What follows belongs to an exercise in optimizing a design on an open flow for small area and a short achievable clock period; a production flow would make more cautious choices.
Function was checked by simulation only, so behaviour that the tests miss may differ from the original.

==> 03-23 <==
// zzcpu
module zzcpu(
	input clk,
	input rst,
	output [15:0] light,
	output [17:0] Ram1Addr,
	input [15:0] Ram1Din,
	output [15:0] Ram1Dout,
	output Ram1Doe,
	output Ram1OE,
	output Ram1WE,
	output Ram1EN,
	output [17:0] Ram2Addr,
	input [15:0] Ram2Din,
	output [15:0] Ram2Dout,
	output Ram2Doe,
	output Ram2OE,
	output Ram2WE,
	output Ram2EN,
	input data_ready,
	input tbre,
	input tsre,
	output wrn,
	output rdn
    );
Settings: LEC_CHECK=0, CAP_MARGIN=20, CORE_MARGIN=2, CORE_UTILIZATION=65, CTS_BUF_LIST=sky130_fd_sc_hd__clkbuf_8 sky130_fd_sc_hd__clkbuf_16, CTS_CLUSTER_DIAMETER=60, CTS_CLUSTER_SIZE=20, SLEW_MARGIN=20, SYNTH_HIERARCHICAL=1; clock period 11.0 ns.
standard.sh (not shown) runs the stock make flow with config.mk's settings and CLKGATE_MAP_FILE= SYNTH_SCRIPT=/design/flow/synth_recipe.tcl, a recipe that flattens the netlist after the stock synthesis.
==> flow/flow/run.sh <==
#!/bin/bash
set -euo pipefail
bash standard.sh SETUP_SLACK_MARGIN=7.5 'BUFFER_PORTS_ARGS=-buffer_cell sky130_fd_sc_hd__buf_2' finish > standard_flow.log 2>&1
==> inputs of 06-19, as changes to 03-23 <==
--- a/flow/design.v
+++ b/flow/design.v
@@ -33,24 +33,26 @@
 	reg         pend_v;      
 	reg [7:0]   pend_idx;
 	reg [15:0]  ir;
 	reg [3:0]   d_rA, d_rB;  
 	reg         d_uA, d_uB, d_jump, d_branch;
 	reg [1:0]   d_eqz;
 	reg         e_we, e_ld, e_st;
 	reg [3:0]   e_dst;
-	reg [15:0]  e_a, e_b, e_m;
+	reg [15:0]  e_a, e_m;
+	reg [15:0]  e_b;         
 	reg         e_sat;
 	reg         e_sub, e_and, e_or, e_sll, e_sra, e_eq, e_lt;
 	reg         m_we, m_ld, m_st;
 	reg [3:0]   m_dst;
 	reg [15:0]  m_res, m_data;
 	reg         m_z, m_ram2, m_u01;
 	reg         m_ram2n;     
+	reg         m_ram2h;     
 	reg         o_rdn, o_wrn, o_r1oe, o_r1we, o_r1en, o_r2oe, o_r2we;
 	reg         w_we;
 	reg [3:0]   w_dst;
 	reg [15:0]  w_res;
 	reg [15:0]  rf [0:11];
 	reg [11:0]  zf;          
 	reg [11:0]  vld;
 	localparam SP = 4'b1000;
@@ -776,21 +778,21 @@
 	wire [54:0] ddec = decf(p1l, ir);
 	assign aluop = ddec[54:51];
 	assign imm = ddec[42:27];
 	assign alusrc = ddec[26:24];
 	assign dec_ld = ddec[7];
 	assign dec_st = ddec[6];
 	assign dec_we = ddec[5];
 	assign wdst = ddec[4:1];
-	wire [15:0] bx = e_b ^ {16{e_sub}};
+	wire [15:0] bx = e_b;
 	wire [16:0] sum1 = {e_a, 1'b1} + {bx, e_sub};
 	wire [15:0] sum = sum1[16:1];
 	wire        ne = |(e_a ^ e_b);
-	wire        lt = (e_a[15] ^ e_b[15]) ? e_a[15] : sum[15];
+	wire        lt = (e_a[15] == e_b[15]) ? e_a[15] : sum[15];
 	wire [15:0] shl = e_a << e_b[3:0];
 	wire [3:0]  sa = e_sat ? 4'd15 : e_b[3:0];
 	wire [15:0] shr = $signed(e_a) >>> sa;
 	wire        other = e_and | e_or | e_sll | e_sra | e_eq | e_lt;
 	wire [15:0] ores = ({16{e_and}} & (e_a & e_b))
 	                 | ({16{e_or}}  & (e_a | e_b))
 	                 | ({16{e_sll}} & shl)
 	                 | ({16{e_sra}} & shr)
@@ -832,17 +834,17 @@
 	assign Ram1Doe  = m_st;
 	assign Ram1Dout = m_data;
 	assign Ram1Addr = {2'b00, m_res};
 	assign Ram2OE   = o_r2oe;
 	assign Ram2WE   = o_r2we;
 	assign Ram2EN   = 1'b0;
 	assign Ram2Doe  = o_r2oe;
 	assign Ram2Dout = m_data;
-	assign Ram2Addr = {2'b00, (m_ram2n ? pc : m_res)};
+	assign Ram2Addr = {2'b00, (m_ram2h ? pc[15:8] : m_res[15:8]), (m_ram2n ? pc[7:0] : m_res[7:0])};
 	function [15:0] rfrd;
 		input [3:0] a;
 		begin
 			if (a[3:2] == 2'b11)
 				rfrd = 16'h0000;
 			else if (w_we && (w_dst == a))
 				rfrd = w_res;
 			else
@@ -866,31 +868,33 @@
 	wire        zrfa = (d_rA[3:2] == 2'b11) ? 1'b1 :
 	                   ((w_we && (w_dst == d_rA)) ? w_z : (~vld[d_rA] | zf[d_rA]));
 	wire        zrest = fa_mem ? m_z : zrfa;
 	wire conflictLW  = e_ld && ((d_uA && (d_rA == e_dst)) || (d_uB && (d_rB == e_dst)));
 	wire conflictJRB = (d_branch || d_jump) && m_ld && (d_rA == m_dst);
 	wire stall = conflictLW || m_ram2 || conflictJRB;
 	wire ifb1 = (d_eqz == 2'b00) || (d_eqz == 2'b01);
 	wire ifb0 = (d_eqz == 2'b00) || (d_eqz == 2'b10);
-	wire pw1 = !stall && (d_branch ? (plock ^ ifb1) : plock);
-	wire pw0 = !stall && (d_branch ? (plock ^ ifb0) : plock);
+	wire pw1 = !stall && !rflag && (d_branch ? (plock ^ ifb1) : plock);
+	wire pw0 = !stall && !rflag && (d_branch ? (plock ^ ifb0) : plock);
 	wire pwr = zrest ? pw1 : pw0;
 	wire pw = fa_ex ? (alu_z ? pw1 : pw0) : pwr;
 	wire [15:0] pcplus1 = pc + 16'd1;
 	wire [15:0] iext = (ir[15:11] == 5'b00010) ? {{5{ir[10]}}, ir[10:0]}
 	                                          : {{8{ir[7]}}, ir[7:0]};
 	wire [15:0] pil = nolock ? 16'h0000 : (p1l + iext);
 	wire        pt_raw = pt[pc[7:0]] ^ (pend_v && (pend_idx == pc[7:0]));
 	wire        pres = pt_raw ^ (pw && (p1l[7:0] == pcplus1[7:0]));
 	wire        pc_en = !stall && !rflag;
-	wire [15:0] pc_other = !pc_en ? pc : (d_jump ? jrA : (pw ? (plock ? p1l : pil) : pcplus1));
-	wire        sel_imm = pc_en && !d_jump && !pw && pt_raw;
-	wire [15:0] pc_d;
-	zz_ifnext _ifnext(.d(Ram2Din), .p1(pcplus1), .other(pc_other), .sel(sel_imm), .pc_d(pc_d));
+	wire [15:0] pc_other = !pc_en ? pc : (d_jump ? jrA : pcplus1);
+	wire        sel_imm = pc_en && !d_jump && pt_raw;
+	wire [15:0] pc_nopw;
+	zz_ifnext _ifnext(.d(Ram2Din), .p1(pcplus1), .other(pc_other), .sel(sel_imm), .pc_d(pc_nopw));
+	wire [15:0] pc_pw = d_jump ? jrA : (plock ? p1l : pil);
+	wire [15:0] pc_d = pw ? pc_pw : pc_nopw;
 	assign light = {pc[7:0], ir[7:0]};
 	always @(posedge clk or negedge rst) begin
 		if (!rst)
 			pc <= 16'h0000;
 		else
 			pc <= pc_d;
 	end
 	always @(posedge clk or negedge rst) begin
@@ -927,18 +931,27 @@
 			ir <= NOP;
 			d_rA <= 4'hF;
 			d_rB <= 4'hF;
 			d_uA <= 1'b0;
 			d_uB <= 1'b0;
 			d_jump <= 1'b0;
 			d_branch <= 1'b0;
 			d_eqz <= 2'b00;
+		end else if (pw) begin
+			ir <= NOP;
+			d_rA <= 4'hF;
+			d_rB <= 4'hF;
+			d_uA <= 1'b0;
+			d_uB <= 1'b0;
+			d_jump <= 1'b0;
+			d_branch <= 1'b0;
+			d_eqz <= 2'b00;
 		end else if (!stall) begin
-			if (pw || d_jump) begin
+			if (d_jump) begin
 				ir <= NOP;
 				d_rA <= 4'hF;
 				d_rB <= 4'hF;
 				d_uA <= 1'b0;
 				d_uB <= 1'b0;
 				d_jump <= 1'b0;
 				d_branch <= 1'b0;
 				d_eqz <= 2'b00;
@@ -959,16 +972,17 @@
 			e_we <= 1'b0;
 			e_ld <= 1'b0;
 			e_st <= 1'b0;
 			m_we <= 1'b0;
 			m_ld <= 1'b0;
 			m_st <= 1'b0;
 			m_ram2 <= 1'b0;
 			m_ram2n <= 1'b1;
+			m_ram2h <= 1'b1;
 			o_rdn <= 1'b1;
 			o_wrn <= 1'b1;
 			o_r1oe <= 1'b0;
 			o_r1we <= 1'b1;
 			o_r1en <= 1'b1;
 			o_r2oe <= 1'b0;
 			o_r2we <= 1'b1;
 			w_we <= 1'b0;
@@ -976,31 +990,32 @@
 			e_we <= !stall && dec_we;
 			e_ld <= !stall && dec_ld;
 			e_st <= !stall && dec_st;
 			m_we <= e_we;
 			m_ld <= e_ld;
 			m_st <= e_st;
 			m_ram2 <= x_ram2;
 			m_ram2n <= !x_ram2;
+			m_ram2h <= sum[15] | !x_acc;
 			o_rdn <= !(x_u00 && e_ld);
 			o_wrn <= !(x_u00 && e_st);
 			o_r1oe <= x_ram1 && e_st;
 			o_r1we <= !(x_ram1 && e_st);
 			o_r1en <= !(x_ram1 && x_acc);
 			o_r2oe <= x_ram2 && e_st;
 			o_r2we <= !(x_ram2 && e_st);
 			w_we <= m_we;
 		end
 	end
 	wire [15:0] bsel = (alusrc == 3'b001) ? valB : imm;
 	always @(posedge clk) begin
 		e_dst <= wdst;
 		e_a <= valA;
-		e_b <= bsel;
+		e_b <= bsel ^ {16{(aluop == 4'b0110) || (aluop == 4'b1000)}};
 		e_sat <= (alusrc == 3'b001) ? hiB_or : |imm[15:4];
 		e_m <= valB;
 		e_sub <= (aluop == 4'b0110) || (aluop == 4'b1000);
 		e_and <= (aluop == 4'b0001);
 		e_or  <= (aluop == 4'b0010);
 		e_sll <= (aluop == 4'b0011);
 		e_sra <= (aluop == 4'b0101);
 		e_eq  <= (aluop == 4'b0111);
==> flow/flow/run.sh (replaced) <==
#!/bin/bash
set -euo pipefail
bash standard.sh SETUP_SLACK_MARGIN=7.0 'BUFFER_PORTS_ARGS=-buffer_cell sky130_fd_sc_hd__buf_2' finish > standard_flow.log 2>&1
==> inputs of 05-28, as changes to 03-23 <==
--- a/flow/design.v
+++ b/flow/design.v
@@ -41,16 +41,17 @@
 	reg [15:0]  e_a, e_b, e_m;
 	reg         e_sat;
 	reg         e_sub, e_and, e_or, e_sll, e_sra, e_eq, e_lt;
 	reg         m_we, m_ld, m_st;
 	reg [3:0]   m_dst;
 	reg [15:0]  m_res, m_data;
 	reg         m_z, m_ram2, m_u01;
 	reg         m_ram2n;     
+	reg         m_ram2h;     
 	reg         o_rdn, o_wrn, o_r1oe, o_r1we, o_r1en, o_r2oe, o_r2we;
 	reg         w_we;
 	reg [3:0]   w_dst;
 	reg [15:0]  w_res;
 	reg [15:0]  rf [0:11];
 	reg [11:0]  zf;          
 	reg [11:0]  vld;
 	localparam SP = 4'b1000;
@@ -832,17 +833,17 @@
 	assign Ram1Doe  = m_st;
 	assign Ram1Dout = m_data;
 	assign Ram1Addr = {2'b00, m_res};
 	assign Ram2OE   = o_r2oe;
 	assign Ram2WE   = o_r2we;
 	assign Ram2EN   = 1'b0;
 	assign Ram2Doe  = o_r2oe;
 	assign Ram2Dout = m_data;
-	assign Ram2Addr = {2'b00, (m_ram2n ? pc : m_res)};
+	assign Ram2Addr = {2'b00, (m_ram2h ? pc[15:8] : m_res[15:8]), (m_ram2n ? pc[7:0] : m_res[7:0])};
 	function [15:0] rfrd;
 		input [3:0] a;
 		begin
 			if (a[3:2] == 2'b11)
 				rfrd = 16'h0000;
 			else if (w_we && (w_dst == a))
 				rfrd = w_res;
 			else
@@ -866,31 +867,33 @@
 	wire        zrfa = (d_rA[3:2] == 2'b11) ? 1'b1 :
 	                   ((w_we && (w_dst == d_rA)) ? w_z : (~vld[d_rA] | zf[d_rA]));
 	wire        zrest = fa_mem ? m_z : zrfa;
 	wire conflictLW  = e_ld && ((d_uA && (d_rA == e_dst)) || (d_uB && (d_rB == e_dst)));
 	wire conflictJRB = (d_branch || d_jump) && m_ld && (d_rA == m_dst);
 	wire stall = conflictLW || m_ram2 || conflictJRB;
 	wire ifb1 = (d_eqz == 2'b00) || (d_eqz == 2'b01);
 	wire ifb0 = (d_eqz == 2'b00) || (d_eqz == 2'b10);
-	wire pw1 = !stall && (d_branch ? (plock ^ ifb1) : plock);
-	wire pw0 = !stall && (d_branch ? (plock ^ ifb0) : plock);
+	wire pw1 = !stall && !rflag && (d_branch ? (plock ^ ifb1) : plock);
+	wire pw0 = !stall && !rflag && (d_branch ? (plock ^ ifb0) : plock);
 	wire pwr = zrest ? pw1 : pw0;
 	wire pw = fa_ex ? (alu_z ? pw1 : pw0) : pwr;
 	wire [15:0] pcplus1 = pc + 16'd1;
 	wire [15:0] iext = (ir[15:11] == 5'b00010) ? {{5{ir[10]}}, ir[10:0]}
 	                                          : {{8{ir[7]}}, ir[7:0]};
 	wire [15:0] pil = nolock ? 16'h0000 : (p1l + iext);
 	wire        pt_raw = pt[pc[7:0]] ^ (pend_v && (pend_idx == pc[7:0]));
 	wire        pres = pt_raw ^ (pw && (p1l[7:0] == pcplus1[7:0]));
 	wire        pc_en = !stall && !rflag;
-	wire [15:0] pc_other = !pc_en ? pc : (d_jump ? jrA : (pw ? (plock ? p1l : pil) : pcplus1));
-	wire        sel_imm = pc_en && !d_jump && !pw && pt_raw;
-	wire [15:0] pc_d;
-	zz_ifnext _ifnext(.d(Ram2Din), .p1(pcplus1), .other(pc_other), .sel(sel_imm), .pc_d(pc_d));
+	wire [15:0] pc_other = !pc_en ? pc : (d_jump ? jrA : pcplus1);
+	wire        sel_imm = pc_en && !d_jump && pt_raw;
+	wire [15:0] pc_nopw;
+	zz_ifnext _ifnext(.d(Ram2Din), .p1(pcplus1), .other(pc_other), .sel(sel_imm), .pc_d(pc_nopw));
+	wire [15:0] pc_pw = d_jump ? jrA : (plock ? p1l : pil);
+	wire [15:0] pc_d = pw ? pc_pw : pc_nopw;
 	assign light = {pc[7:0], ir[7:0]};
 	always @(posedge clk or negedge rst) begin
 		if (!rst)
 			pc <= 16'h0000;
 		else
 			pc <= pc_d;
 	end
 	always @(posedge clk or negedge rst) begin
@@ -927,18 +930,27 @@
 			ir <= NOP;
 			d_rA <= 4'hF;
 			d_rB <= 4'hF;
 			d_uA <= 1'b0;
 			d_uB <= 1'b0;
 			d_jump <= 1'b0;
 			d_branch <= 1'b0;
 			d_eqz <= 2'b00;
+		end else if (pw) begin
+			ir <= NOP;
+			d_rA <= 4'hF;
+			d_rB <= 4'hF;
+			d_uA <= 1'b0;
+			d_uB <= 1'b0;
+			d_jump <= 1'b0;
+			d_branch <= 1'b0;
+			d_eqz <= 2'b00;
 		end else if (!stall) begin
-			if (pw || d_jump) begin
+			if (d_jump) begin
 				ir <= NOP;
 				d_rA <= 4'hF;
 				d_rB <= 4'hF;
 				d_uA <= 1'b0;
 				d_uB <= 1'b0;
 				d_jump <= 1'b0;
 				d_branch <= 1'b0;
 				d_eqz <= 2'b00;
@@ -959,16 +971,17 @@
 			e_we <= 1'b0;
 			e_ld <= 1'b0;
 			e_st <= 1'b0;
 			m_we <= 1'b0;
 			m_ld <= 1'b0;
 			m_st <= 1'b0;
 			m_ram2 <= 1'b0;
 			m_ram2n <= 1'b1;
+			m_ram2h <= 1'b1;
 			o_rdn <= 1'b1;
 			o_wrn <= 1'b1;
 			o_r1oe <= 1'b0;
 			o_r1we <= 1'b1;
 			o_r1en <= 1'b1;
 			o_r2oe <= 1'b0;
 			o_r2we <= 1'b1;
 			w_we <= 1'b0;
@@ -976,16 +989,17 @@
 			e_we <= !stall && dec_we;
 			e_ld <= !stall && dec_ld;
 			e_st <= !stall && dec_st;
 			m_we <= e_we;
 			m_ld <= e_ld;
 			m_st <= e_st;
 			m_ram2 <= x_ram2;
 			m_ram2n <= !x_ram2;
+			m_ram2h <= sum[15] | !x_acc;
 			o_rdn <= !(x_u00 && e_ld);
 			o_wrn <= !(x_u00 && e_st);
 			o_r1oe <= x_ram1 && e_st;
 			o_r1we <= !(x_ram1 && e_st);
 			o_r1en <= !(x_ram1 && x_acc);
 			o_r2oe <= x_ram2 && e_st;
 			o_r2we <= !(x_ram2 && e_st);
 			w_we <= m_we;
==> flow/flow/run.sh (replaced) <==
#!/bin/bash
set -euo pipefail
bash standard.sh SETUP_SLACK_MARGIN=7.0 'BUFFER_PORTS_ARGS=-buffer_cell sky130_fd_sc_hd__buf_2' finish > standard_flow.log 2>&1
==> notes <==
- 05-28 completed with no timing, DRC or antenna violations. 03-23 finished clean. 06-19 produced a clean layout.
- Final cell count, lowest first: 03-23, 06-19, 05-28.
- Sequential share of layout area: 03-23 < 05-28 < 06-19.
- Via count is about the same in 03-23 and 06-19.
- Between 03-23 and 05-28, the lower count of clock-buffer cells in the layout is in 03-23 (gap 2).
- Critical path depth: 03-23 is higher than 05-28 (12).

[static timing again, ports no longer ideal]
Ports are ideal in the flow. The routed layouts listed here were re-timed in OpenROAD.
Step 1 (the two cells are an assumption about what drives the block):
set clk [get_ports {clk}]
set_driving_cell -lib_cell sky130_fd_sc_hd__clkbuf_16 $clk
set_driving_cell -lib_cell sky130_fd_sc_hd__buf_2 [delete_from_list [all_inputs] $clk]
Step 2 moves the port delays by t, midway between the first and last clock arrival at a register: inputs arrive t later, outputs are due t later. That takes back most of the time a late clock gives input paths.
Three values: ideal ports, drivers, drivers and shift; two values: the first two.
| run | t, ns | setup slack, ns | worst slew at a driven data input, ns |
|---|---|---|---|
| 03-23 | 0.693 | 6.815 / 6.751 / 6.303 | 0.22 |
| 06-19 | 0.692 | 6.882 / 6.816 / 6.217 | 0.12 |
| 05-28 | 0.693 | 6.820 / 6.753 / 6.176 | 0.11 |
After both steps every run listed still meets setup and hold. The setup slack of 06-19, which loses most, moves by -0.066 ns with the drivers and by -0.665 ns with both steps.
